This design comes from an exercise in tuning for small area on the open sky130 flow, not from production work. In this exercise RTL edits were held to simulation tests only and were not proved equivalent to the original. The clock port is modelled as an ideal driver, which makes a skipped or thinned clock tree look cheaper than it is; a real chip needs a root buffer or a tree. Power is estimated from default activity; no workload was simulated.

## vending_machine
module vending_machine(
    input  wire clk,
    input  wire rst,
    input  wire resetBtn_n,
    input  wire nickelBtn_n,
    input  wire dimeBtn_n,
    input  wire quarterBtn_n,
    output reg  dispenseLed,
    output reg  changeLed,
    output reg  [6:0] segOut,
    output reg  [5:0] digitSel
);
Size: ~530 cells after synthesis, roughly 120 flip-flops.
clock: 10.0 ns
lec_check: 0
cap_margin: 20
core_margin: 2
core_utilization: 40
slew_margin: 20
run.sh (not shown) runs the stock make flow with config.mk's settings and CLKGATE_MAP_FILE= SYNTH_SCRIPT=/design/flow/synth_recipe.tcl, a recipe that flattens the netlist after the stock synthesis.
==> next run, changes <==
Settings changed: CTS_BUF_LIST set to sky130_fd_sc_hd__clkbuf_4, CTS_CLUSTER_SIZE set to 30.
What happened:
- The changed run completed without violations
- setup slack gets worse by 110 ps
- cell area came out lower by 5.3%
- die area does not change
- core utilization came out lower by 2.6 points
- combinational power shrinks by about 0.7%
- sequential share of layout area is higher by 2.3 points
- final cell count is unchanged
- non-clock buffer count does not change
- power came out lower by 20%
- register-to-register slack stays flat
- wire length drops by 1.9%
==> next run, changes <==
Settings changed: CTS_BUF_LIST sky130_fd_sc_hd__clkbuf_4 to sky130_fd_sc_hd__clkbuf_8, CTS_CLUSTER_SIZE 30 to 50.
- The changed run went through all stages and came out clean
- power rose by 9.0%
- routed wire length rose by 0.85%
- synthesized cell count stays the same

* * *

Another version of the RTL of vending_machine (not shown whole).
For scale: ~21 I/O pins, roughly 0.0036 mm^2 of cells after synthesis.
==> flow/config.mk <==
export PLATFORM = sky130hd
export DESIGN_NAME = vending_machine
export DESIGN_NICKNAME = vending_machine
export VERILOG_FILES = /design/flow/design.v
export SDC_FILE = /design/flow/constraint.sdc
export NUM_CORES = 4
export LEC_CHECK = 0
export CAP_MARGIN = 20
export CORE_MARGIN = 2
export CORE_UTILIZATION = 40
export SLEW_MARGIN = 20
==> flow/constraint.sdc <==
create_clock -name core_clock -period 10.0 [get_ports {clk}]
set_input_delay 2.0000 -clock core_clock [delete_from_list [all_inputs] [get_ports {clk}]]
set_output_delay 2.0000 -clock core_clock [all_outputs]
set_load 0.01 [all_outputs]
standard.sh (not shown) runs the stock make flow with config.mk's settings and CLKGATE_MAP_FILE= SYNTH_SCRIPT=/design/flow/synth_recipe.tcl, a recipe that flattens the netlist after the stock synthesis.
==> flow/flow/run.sh <==
#!/bin/bash
# Own layout flow: the standard flow (standard.sh) with three changes.
#  1. Synthesis: the standard flow's synthesis script (flow/synth.tcl) with ORFS's adder extraction skipped
#     and ABC run with an area-oriented script (flow/area.abc) instead of the speed script.
#     Registers come from the same dfflibmap step, so their names and cells are unchanged.
#  2. A hand-built two-level clock tree (flow/cts_pre.tcl, run as ORFS's PRE_CTS_TCL hook):
#     CTS_K leaf buffers over equal groups of flip-flops, one root buffer.
#  3. Port buffers are buf_1 cells.
# Each tool's full output goes to the ORFS logs under orfs/logs; make's own output to flow_make.log.
set -euo pipefail
W=$(pwd)
export AREA_ABC_SCRIPT="$W/flow/area.abc"
export CTS_K=${CTS_K:-6} CTS_LEAF=${CTS_LEAF:-sky130_fd_sc_hd__clkbuf_8} CTS_ROOT=${CTS_ROOT:-sky130_fd_sc_hd__clkbuf_4}
bash standard.sh \
  "SYNTH_SCRIPT=$W/flow/synth.tcl" \
  "PRE_CTS_TCL=$W/flow/cts_pre.tcl" \
  "BUFFER_PORTS_ARGS=-buffer_cell sky130_fd_sc_hd__buf_1" \
  finish > "$W/flow_make.log" 2>&1
==> flow/flow/cts_pre.tcl <==
# Hand-built clock tree, sourced by ORFS cts.tcl as its PRE_CTS_TCL hook: the flip-flops are split
# by recursive median bisection of their placed locations into CTS_K equal groups; each group
# gets a leaf buffer (CTS_LEAF) at its centroid, and one root buffer (CTS_ROOT) drives the leaves
# from the clk port. clock_tree_synthesis is then replaced by setting the clock propagated,
# and cts.tcl goes on as usual (legalisation, timing repair).
proc bisect {pts K} {
  if {$K <= 1} { return [list $pts] }
  set xs [lsort -integer [lmap p $pts {lindex $p 1}]]; set ys [lsort -integer [lmap p $pts {lindex $p 2}]]
  set dx [expr {[lindex $xs end]-[lindex $xs 0]}]; set dy [expr {[lindex $ys end]-[lindex $ys 0]}]
  set ax [expr {$dx >= $dy ? 1 : 2}]
  set sorted [lsort -integer -index $ax $pts]
  set K1 [expr {$K/2}]; set K2 [expr {$K-$K1}]
  set n1 [expr {int(round(double([llength $pts])*$K1/$K))}]
  return [concat [bisect [lrange $sorted 0 [expr {$n1-1}]] $K1] [bisect [lrange $sorted $n1 end] $K2]]
}
# manual clock tree: K equal clusters (recursive bisection of flop locations), each driven by a leaf buffer LEAF;
# leaves driven by one root buffer ROOT from the clk port.
proc manual_clock_tree {K LEAF ROOT} {
  set block [ord::get_db_block]
  set db [ord::get_db]
  set clknet [$block findNet clk]
  set sinks {}
  foreach it [$clknet getITerms] { lappend sinks $it }
  set n [llength $sinks]
  set idx {}
  set pts {}
  set i 0
  foreach it $sinks { set inst [$it getInst]; set bb [$inst getBBox]; lappend pts [list $i [expr {([$bb xMin]+[$bb xMax])/2}] [expr {([$bb yMin]+[$bb yMax])/2}]]; incr i }
  set groups [bisect $pts $K]
  set asg [lrepeat $n 0]
  set cent {}
  set k 0
  foreach g $groups {
    set sx 0; set sy 0
    foreach p $g { lset asg [lindex $p 0] $k; set sx [expr {$sx+[lindex $p 1]}]; set sy [expr {$sy+[lindex $p 2]}] }
    lappend cent [list [expr {int($sx/[llength $g])}] [expr {int($sy/[llength $g])}]]
    incr k
  }
  set rmaster [$db findMaster $ROOT]
  set lmaster [$db findMaster $LEAF]
  set root [odb::dbInst_create $block $rmaster "clkroot_buf"]
  set rnet [odb::dbNet_create $block "clknet_root"]
  $rnet setSigType CLOCK
  # root at centroid of all
  set sx 0; set sy 0; foreach c $cent { set sx [expr {$sx+[lindex $c 0]}]; set sy [expr {$sy+[lindex $c 1]}] }
  $root setLocation [expr {int($sx/$K)}] [expr {int($sy/$K)}]
  $root setPlacementStatus PLACED
  for {set k 0} {$k < $K} {incr k} {
    set inst [odb::dbInst_create $block $lmaster "clkleaf_buf_$k"]
    set net [odb::dbNet_create $block "clknet_leaf_$k"]
    $net setSigType CLOCK
    [$inst findITerm A] connect $rnet
    [$inst findITerm X] connect $net
    set c [lindex $cent $k]
    $inst setLocation [lindex $c 0] [lindex $c 1]
    $inst setPlacementStatus PLACED
    foreach it $sinks a $asg { if {$a == $k} { $it disconnect; $it connect $net } }
  }
  [$root findITerm A] connect $clknet
  [$root findITerm X] connect $rnet
}
manual_clock_tree $::env(CTS_K) $::env(CTS_LEAF) $::env(CTS_ROOT)
rename clock_tree_synthesis orig_clock_tree_synthesis
proc clock_tree_synthesis {args} {
  puts "clock tree built by cts_pre.tcl: $::env(CTS_K) x $::env(CTS_LEAF), root $::env(CTS_ROOT)"
  set_propagated_clock [all_clocks]
}
Other scripts of this flow, unchanged in this note and not shown: flow/flow/area.abc, flow/flow/synth.tcl
The first run finished clean.
Edit:
--- a/flow/flow/run.sh
+++ b/flow/flow/run.sh
@@ -12,3 +12,3 @@
 export AREA_ABC_SCRIPT="$W/flow/area.abc"
-export CTS_K=${CTS_K:-6} CTS_LEAF=${CTS_LEAF:-sky130_fd_sc_hd__clkbuf_8} CTS_ROOT=${CTS_ROOT:-sky130_fd_sc_hd__clkbuf_4}
+export CTS_K=${CTS_K:-12} CTS_LEAF=${CTS_LEAF:-sky130_fd_sc_hd__clkbuf_4} CTS_ROOT=${CTS_ROOT:-sky130_fd_sc_hd__clkbuf_4}
 bash standard.sh \
Via count grows by 2.0%.
Wire length rises by 1.7%.
Core utilization hardly moves.
Final area barely changes.
Maximum frequency falls by 1.4%.
Sequential power is about the same.
No run of this note takes its clock network from TritonCTS; it comes from the design's own scripts or RTL.

* * *

lane 1:
vending_machine again, from the RTL that the note above started with.
clock: 10.0 ns
lec_check: 0
cap_margin: 20
core_margin: 2
core_utilization: 40
slew_margin: 20
==> flow/flow/run.sh <==
#!/bin/bash
# Own layout flow: the standard flow (standard.sh) with three changes.
#  1. Synthesis: the standard flow's synthesis script (flow/synth.tcl) with ORFS's adder extraction skipped
#     and ABC run with an area-oriented script (flow/area.abc) instead of the speed script.
#     Registers come from the same dfflibmap step, so their names and cells are unchanged.
#  2. CTS without dummy loads, with clkbuf_4 buffers and sink clusters of up to 30.
#  3. Port buffers are buf_1 cells.
# Each tool's full output goes to the ORFS logs under orfs/logs; make's own output to flow_make.log.
set -euo pipefail
W=$(pwd)
export AREA_ABC_SCRIPT="$W/flow/area.abc"
bash standard.sh \
  "SYNTH_SCRIPT=$W/flow/synth.tcl" \
  "CTS_ARGS=-sink_clustering_enable -repair_clock_nets -dont_use_dummy_load -buf_list sky130_fd_sc_hd__clkbuf_8 -sink_clustering_size 30 -sink_clustering_max_diameter 200 -sink_clustering_levels 1" \
  "BUFFER_PORTS_ARGS=-buffer_cell sky130_fd_sc_hd__buf_1" \
  finish > "$W/flow_make.log" 2>&1
==> flow/flow/area.abc <==
strash
dch -f
amap -F 3 -A 10
topo
==> flow/flow/synth.tcl <==
proc synth {args} { yosys synth -nofsm -noshare {*}$args }
proc extract_fa {args} { puts "extract_fa skipped" }
proc abc {args} {
  set i [lsearch -exact $args -script]
  if {$i >= 0} { set args [lreplace $args $i [expr {$i+1}] -script $::env(AREA_ABC_SCRIPT)] }
  set j [lsearch -exact $args -D]
  if {$j >= 0} { set args [lreplace $args $j [expr {$j+1}]] }
  yosys abc {*}$args
}
source $::env(SCRIPTS_DIR)/synth.tcl
# left out here: clear keep_hierarchy, flatten, clean up, hide names made inside functions, write 1_2_yosys.v
[inputs] lane 2 vs lane 1
-- flow/flow/run.sh --
<<< lane 1, line 14
  "CTS_ARGS=-sink_clustering_enable -repair_clock_nets -dont_use_dummy_load -buf_list sky130_fd_sc_hd__clkbuf_8 -sink_clustering_size 30 -sink_clustering_max_diameter 200 -sink_clustering_levels 1" \
>>> lane 2, line 14
  "CTS_ARGS=-sink_clustering_enable -repair_clock_nets -dont_use_dummy_load -buf_list sky130_fd_sc_hd__clkbuf_4 -sink_clustering_size 30" \
Notes after the runs:
Lane 2 -> lane 1: number of global-route vias before repair flat
According to the power report, total power for lane 2 is lower than for lane 1.
Going from lane 1 to lane 2, design internal power shrinks by about 10%.
Fraction of the cycle the final worst path needs: lane 2 vs lane 1 up 0.77 points
Combinational share of power sits higher in lane 2 than in lane 1.
Against lane 1, the final cell area of lane 2 is lower.
[diff] worst path setup slack after routing, lane 2 relative to lane 1: regression
Result: PASS for each of lane 1 and lane 2
Diff lane 1 and lane 2: part of the power in the clock network higher in lane 1
[inputs] lane 3 vs lane 2
-- flow/flow/run.sh --
<<< lane 2, line 14
  "CTS_ARGS=-sink_clustering_enable -repair_clock_nets -dont_use_dummy_load -buf_list sky130_fd_sc_hd__clkbuf_4 -sink_clustering_size 30" \
>>> lane 3, line 14
  "CTS_ARGS=-sink_clustering_enable -repair_clock_nets -dont_use_dummy_load -buf_list sky130_fd_sc_hd__clkbuf_8 -sink_clustering_size 40 -distance_between_buffers 200 -wire_unit 60" \
Results
- ~same via count of the first global-routing pass in lane 2 and lane 3
- Sort lane 2 and lane 3 by post-route worst setup slack asc -> top: lane 2
- ~same transition time at the pin with the least slew margin in lane 2 and lane 3

## re-timing with driven ports
How much do the figures lean on ideal ports? The routed layouts below were timed once more, with nothing changed but the port constraints.
Step 1, drivers: a clkbuf_16 drives clk and a buf_2 each remaining input, both assumed.
Step 2 also shifts input and output timing later by t, the mid clock arrival at the registers, as if the neighbouring blocks saw the same clock.
Three values: ideal, step 1, step 2; two values: the first two.
run | t (ns) | setup slack, ns | hold WS [ns] | latest minus earliest clock arrival (ns) | worst slew at a driven data input, ns
the first run of note 1 | 0.437 | 1.587 / 1.551 / 1.988 | 0.396 / 0.396 / 0.396 | 0.008 / 0.008 | 0.04
the second run of note 1 | 0.527 | 1.472 / 1.442 / 1.969 | 0.393 / 0.393 / 0.393 | 0.015 / 0.014 | 0.04
the third run of note 1 | 0.451 | 1.560 / 1.528 / 1.978 | 0.395 / 0.395 / 0.395 | 0.010 / 0.011 | 0.04
the first run of note 2 | 0.447 | 5.626 / 5.598 / 6.045 | 0.359 / 0.359 / 0.359 | 0.008 / 0.008 | 0.03
the second run of note 2 | 0.516 | 5.561 / 5.533 / 6.050 | 0.363 / 0.363 / 0.363 | 0.009 / 0.009 | 0.03
lane 1 | 0.426 | 5.656 / 5.627 / 6.053 | 0.350 / 0.350 / 0.350 | 0.025 / 0.026 | 0.03
lane 2 | 0.486 | 5.579 / 5.552 / 6.038 | 0.355 / 0.355 / 0.355 | 0.035 / 0.035 | 0.03
lane 3 | 0.439 | 5.644 / 5.614 / 6.053 | 0.349 / 0.349 / 0.349 | 0.025 / 0.026 | 0.03
After both steps every run listed still meets setup and hold.
